From an optimization exercise on the open Yosys and OpenROAD flow, aimed at small area and a short achievable clock period; shortcuts taken in it are not production practice.
Only simulation tests tie the RTL to the original design; equivalence was not proved.

== exp/fjord ==
## PE
module PE#(
    parameter d_width = 32,
    parameter a_width = 8,
    parameter iact_size =  5,
    parameter kernel_size = 3
)
(
    input start,
    input clk, rst_n,
    input [d_width -1 : 0] weight,
    input [d_width -1 : 0] iact,
    output reg load_weight,
    output reg load_iact,
    output reg done,
    output reg [d_width -1 : 0] pe_out
);
Size in the first run: ~2800 cells after synthesis, ~0.027 mm^2 of cells after synthesis.
Settings: LEC_CHECK=0, CAP_MARGIN=20, CORE_MARGIN=2, CORE_UTILIZATION=60, CTS_BUF_LIST=sky130_fd_sc_hd__clkbuf_16, CTS_CLUSTER_DIAMETER=100, CTS_CLUSTER_SIZE=32, PLACE_DENSITY=0.75, SLEW_MARGIN=20, BUFFER_PORTS_ARGS=-buffer_cell sky130_fd_sc_hd__buf_2, SETUP_SLACK_MARGIN=6.8, SETUP_MOVE_SEQUENCE=sizeup,swap; clock period 10.0 ns.
standard.sh (not shown) runs the stock make flow with config.mk's settings and CLKGATE_MAP_FILE= SYNTH_SCRIPT=/design/flow/synth_recipe.tcl, a recipe that flattens the netlist after the stock synthesis.
==> flow/flow/run.sh <==
#!/bin/bash
# Layout flow: the standard layout (standard.sh) with these changes:
#  - the port buffers are buf_2 cells instead of the cell buffer_ports picks;
#  - timing repair aims at 6.8 ns of setup slack at the 10 ns clock, and
#    may only resize cells and swap pins (no buffers, no cloning).
set -euo pipefail
cat >> config.mk <<'EOC'
export BUFFER_PORTS_ARGS = -buffer_cell sky130_fd_sc_hd__buf_2
export SETUP_SLACK_MARGIN = 6.8
export SETUP_MOVE_SEQUENCE = sizeup,swap
EOC
bash standard.sh > standard.log 2>&1
The inputs of exp/yarrow differ from those of exp/fjord as listed below.
# exp/fjord
export LEC_CHECK = 0
export CAP_MARGIN = 20
export CORE_MARGIN = 2
export CORE_UTILIZATION = 60
export CTS_BUF_LIST = sky130_fd_sc_hd__clkbuf_16
export CTS_CLUSTER_DIAMETER = 100
export CTS_CLUSTER_SIZE = 32
export PLACE_DENSITY = 0.75
export SLEW_MARGIN = 20
export BUFFER_PORTS_ARGS = -buffer_cell sky130_fd_sc_hd__buf_2
export SETUP_SLACK_MARGIN = 6.8
export SETUP_MOVE_SEQUENCE = sizeup,swap
create_clock -name core_clock -period 10.0 [get_ports {clk}]
# exp/yarrow
export LEC_CHECK = 0
export CAP_MARGIN = 20
export CORE_MARGIN = 2
export CORE_UTILIZATION = 60
export CTS_BUF_LIST = sky130_fd_sc_hd__clkbuf_16
export CTS_CLUSTER_DIAMETER = 100
export CTS_CLUSTER_SIZE = 32
export SLEW_MARGIN = 20
export BUFFER_PORTS_ARGS = -buffer_cell sky130_fd_sc_hd__buf_2
create_clock -name core_clock -period 10.0 [get_ports {clk}]
==> flow/flow/run.sh <==
#!/bin/bash
# Layout flow: the standard layout (standard.sh), with the port buffers
# made as buf_2 cells instead of the cell buffer_ports picks by default.
set -euo pipefail
cat >> config.mk <<'EOC'
export BUFFER_PORTS_ARGS = -buffer_cell sky130_fd_sc_hd__buf_2
EOC
bash standard.sh > standard.log 2>&1
==> run notes <==
Highest net fanout along the worst path delta (exp/fjord -> exp/yarrow): insignificant
| total instance count after detailed placement | exp/yarrow vs exp/fjord | ≈ equal |
Against exp/fjord, exp/yarrow reports a wire length of the first global-routing pass that is higher.
As far as simple logic cell fraction of the synthesized area goes, exp/yarrow and exp/fjord are indistinguishable; the numbers are identical.
diff inputs: exp/yarrow => exp/nickel
# exp/yarrow
export LEC_CHECK = 0
export CAP_MARGIN = 20
export CORE_MARGIN = 2
export CORE_UTILIZATION = 60
export CTS_BUF_LIST = sky130_fd_sc_hd__clkbuf_16
export CTS_CLUSTER_DIAMETER = 100
export CTS_CLUSTER_SIZE = 32
export SLEW_MARGIN = 20
export BUFFER_PORTS_ARGS = -buffer_cell sky130_fd_sc_hd__buf_2
create_clock -name core_clock -period 10.0 [get_ports {clk}]
# exp/nickel
export LEC_CHECK = 0
export CAP_MARGIN = 20
export CORE_MARGIN = 2
export CORE_UTILIZATION = 60
export CTS_BUF_LIST = sky130_fd_sc_hd__clkbuf_16
export CTS_CLUSTER_DIAMETER = 100
export CTS_CLUSTER_SIZE = 28
export SLEW_MARGIN = 20
export TNS_END_PERCENT = 30
export BUFFER_PORTS_ARGS = -buffer_cell sky130_fd_sc_hd__buf_2
export SETUP_SLACK_MARGIN = 6.9
export SETUP_MOVE_SEQUENCE = sizeup,swap
create_clock -name core_clock -period 10.0 [get_ports {clk}]
==> flow/flow/run.sh <==
#!/bin/bash
# Layout flow: the standard layout (standard.sh) with these changes:
#  - the port buffers are buf_2 cells instead of the cell buffer_ports picks;
#  - timing repair aims at 6.9 ns of setup slack at the 10 ns clock, and
#    may only resize cells and swap pins (no buffers, no cloning).
set -euo pipefail
cat >> config.mk <<'EOC'
export BUFFER_PORTS_ARGS = -buffer_cell sky130_fd_sc_hd__buf_2
export SETUP_SLACK_MARGIN = 6.9
export SETUP_MOVE_SEQUENCE = sizeup,swap
EOC
bash standard.sh > standard.log 2>&1
- In terms of wire length per cell after detailed routing, exp/nickel and exp/yarrow differ only marginally.
- The share of the core filled with cells in the final layout in exp/nickel sits 2.1 points above the value recorded for exp/yarrow.
- The cell count after placement of exp/nickel and that of exp/yarrow are within noise of each other.
- Diff exp/yarrow -> exp/nickel | worst-case reg-to-reg path depth | decrease of 1
--- input diff exp/nickel..exp/lagoon ---
# exp/nickel
export LEC_CHECK = 0
export CAP_MARGIN = 20
export CORE_MARGIN = 2
export CORE_UTILIZATION = 60
export CTS_BUF_LIST = sky130_fd_sc_hd__clkbuf_16
export CTS_CLUSTER_DIAMETER = 100
export CTS_CLUSTER_SIZE = 28
export SLEW_MARGIN = 20
export TNS_END_PERCENT = 30
export BUFFER_PORTS_ARGS = -buffer_cell sky130_fd_sc_hd__buf_2
export SETUP_SLACK_MARGIN = 6.9
export SETUP_MOVE_SEQUENCE = sizeup,swap
create_clock -name core_clock -period 10.0 [get_ports {clk}]
# exp/lagoon
export LEC_CHECK = 0
export CAP_MARGIN = 20
export CORE_MARGIN = 2
export CORE_UTILIZATION = 55
export CTS_BUF_LIST = sky130_fd_sc_hd__clkbuf_16
export CTS_CLUSTER_DIAMETER = 100
export CTS_CLUSTER_SIZE = 32
export SLEW_MARGIN = 20
export BUFFER_PORTS_ARGS = -buffer_cell sky130_fd_sc_hd__buf_2
export SETUP_SLACK_MARGIN = 6.9
export SETUP_MOVE_SEQUENCE = sizeup,swap
create_clock -name core_clock -period 10.0 [get_ports {clk}]
[summary]
- Against exp/nickel, number of filler cells placed in the layout in exp/lagoon rose by more than 10%.
- Re hold slack: exp/nickel and exp/lagoon aren't equal, and the higher value belongs to exp/lagoon.
- Looking at worst setup path endpoint, the pe_out[8] result is from exp/lagoon; the pe_out[28] one comes from exp/nickel.
- Between exp/nickel and exp/lagoon, the flow reports maximum operating frequency increasing slightly.
- Compared with exp/nickel, exp/lagoon shows overall fraction of global-route tracks in use lower by 1.5 points.
- Changes observed in exp/lagoon relative to exp/nickel: total wire length after detailed routing moved up; non-filler instance count after layout saw an increase; floorplan die area up 8.9%.
## Diff of input files: exp/amber against exp/lagoon
# exp/lagoon
export LEC_CHECK = 0
export CAP_MARGIN = 20
export CORE_MARGIN = 2
export CORE_UTILIZATION = 55
export CTS_BUF_LIST = sky130_fd_sc_hd__clkbuf_16
export CTS_CLUSTER_DIAMETER = 100
export CTS_CLUSTER_SIZE = 32
export SLEW_MARGIN = 20
export BUFFER_PORTS_ARGS = -buffer_cell sky130_fd_sc_hd__buf_2
export SETUP_SLACK_MARGIN = 6.9
export SETUP_MOVE_SEQUENCE = sizeup,swap
create_clock -name core_clock -period 10.0 [get_ports {clk}]
# exp/amber
export LEC_CHECK = 0
export CAP_MARGIN = 20
export CORE_MARGIN = 2
export CORE_UTILIZATION = 60
export CTS_BUF_LIST = sky130_fd_sc_hd__clkbuf_16
export CTS_CLUSTER_DIAMETER = 100
export CTS_CLUSTER_SIZE = 32
export SLEW_MARGIN = 20
export BUFFER_PORTS_ARGS = -buffer_cell sky130_fd_sc_hd__buf_2
export SETUP_SLACK_MARGIN = 7.0
export SETUP_MOVE_SEQUENCE = sizeup,swap
create_clock -name core_clock -period 10.0 [get_ports {clk}]
==> flow/flow/run.sh <==
#!/bin/bash
# Layout flow: the standard layout (standard.sh) with these changes:
#  - the port buffers are buf_2 cells instead of the cell buffer_ports picks;
#  - timing repair aims at 7.0 ns of setup slack at the 10 ns clock, and
#    may only resize cells and swap pins (no buffers, no cloning).
set -euo pipefail
cat >> config.mk <<'EOC'
export BUFFER_PORTS_ARGS = -buffer_cell sky130_fd_sc_hd__buf_2
export SETUP_SLACK_MARGIN = 7.0
export SETUP_MOVE_SEQUENCE = sizeup,swap
EOC
bash standard.sh > standard.log 2>&1
Results
In the tables for exp/lagoon and exp/amber, met3 track utilization from global routing reads higher with exp/amber.
All-layer global routing usage, exp/lagoon and exp/amber, higher one = exp/amber.
When exp/amber is set beside exp/lagoon, its post-route met1 wirelength turns out to be 1.2 mm smaller.
Inputs modified between exp/amber and exp/cedar:
# exp/amber
export LEC_CHECK = 0
export CAP_MARGIN = 20
export CORE_MARGIN = 2
export CORE_UTILIZATION = 60
export CTS_BUF_LIST = sky130_fd_sc_hd__clkbuf_16
export CTS_CLUSTER_DIAMETER = 100
export CTS_CLUSTER_SIZE = 32
export SLEW_MARGIN = 20
export BUFFER_PORTS_ARGS = -buffer_cell sky130_fd_sc_hd__buf_2
export SETUP_SLACK_MARGIN = 7.0
export SETUP_MOVE_SEQUENCE = sizeup,swap
create_clock -name core_clock -period 10.0 [get_ports {clk}]
# exp/cedar
export LEC_CHECK = 0
export CAP_MARGIN = 20
export CORE_MARGIN = 2
export CORE_UTILIZATION = 70
export CTS_BUF_LIST = sky130_fd_sc_hd__clkbuf_16
export CTS_CLUSTER_DIAMETER = 100
export CTS_CLUSTER_SIZE = 32
export SLEW_MARGIN = 20
export BUFFER_PORTS_ARGS = -buffer_cell sky130_fd_sc_hd__buf_2
export SETUP_SLACK_MARGIN = 6.8
export SETUP_MOVE_SEQUENCE = sizeup,swap
create_clock -name core_clock -period 10.0 [get_ports {clk}]
==> flow/flow/run.sh <==
#!/bin/bash
# Layout flow: the standard layout (standard.sh) with these changes:
#  - the port buffers are buf_2 cells instead of the cell buffer_ports picks;
#  - timing repair aims at 6.8 ns of setup slack at the 10 ns clock, and
#    may only resize cells and swap pins (no buffers, no cloning).
set -euo pipefail
cat >> config.mk <<'EOC'
export BUFFER_PORTS_ARGS = -buffer_cell sky130_fd_sc_hd__buf_2
export SETUP_SLACK_MARGIN = 6.8
export SETUP_MOVE_SEQUENCE = sizeup,swap
EOC
bash standard.sh > standard.log 2>&1
--- outcome ---
As of exp/cedar, area of all placed cells without fillers had fallen by a few percent compared to exp/amber.
Summary of exp/cedar over exp/amber: count of flip-flops with a built-in enable after synthesis flat, average wire length per cell after detail routing up 0.26 um, ratio of cells with drive above 1 in the final layout down 3.1 points.
Going from exp/amber to exp/cedar, cell area after technology mapping essentially unchanged; worst setup slack shows a reduction of 0.033 ns.
The core of exp/cedar is more densely filled than that of exp/amber.

port drivers added, routing unchanged:
The flow's constraints put no driver on any port. The routed layouts listed below were extracted and timed again, unchanged, in two steps. Step 1 (the two cells are an assumption about what drives the block):
set clk [get_ports {clk}]
set_driving_cell -lib_cell sky130_fd_sc_hd__clkbuf_16 $clk
set_driving_cell -lib_cell sky130_fd_sc_hd__buf_2 [delete_from_list [all_inputs] $clk]
Step 2 moves the port delays by t, midway between the first and last clock arrival at a register: inputs arrive t later, outputs are due t later. That takes back most of the time a late clock gives input paths. a / b / c = no drivers / after step 1 / after step 2; a / b = the first two.
| run | t, ns | setup WS [ns] | cell pins on the clock port's net |
|---|---|---|---|
| exp/fjord | 0.623 | 6.839 / 6.786 / 6.839 | 1 |
| exp/yarrow | 0.627 | 6.337 / 6.337 / 6.337 | 1 |
| exp/nickel | 0.629 | 6.840 / 6.782 / 6.843 | 1 |
| exp/lagoon | 0.622 | 6.854 / 6.792 / 6.465 | 1 |
| exp/amber | 0.628 | 6.838 / 6.779 / 6.532 | 1 |
| exp/cedar | 0.608 | 6.806 / 6.806 / 6.770 | 1 |
After both steps setup and hold are still met in every run listed. For exp/lagoon, which loses most, drivers alone change the setup slack by -0.062 ns; drivers and shift together by -0.389 ns.
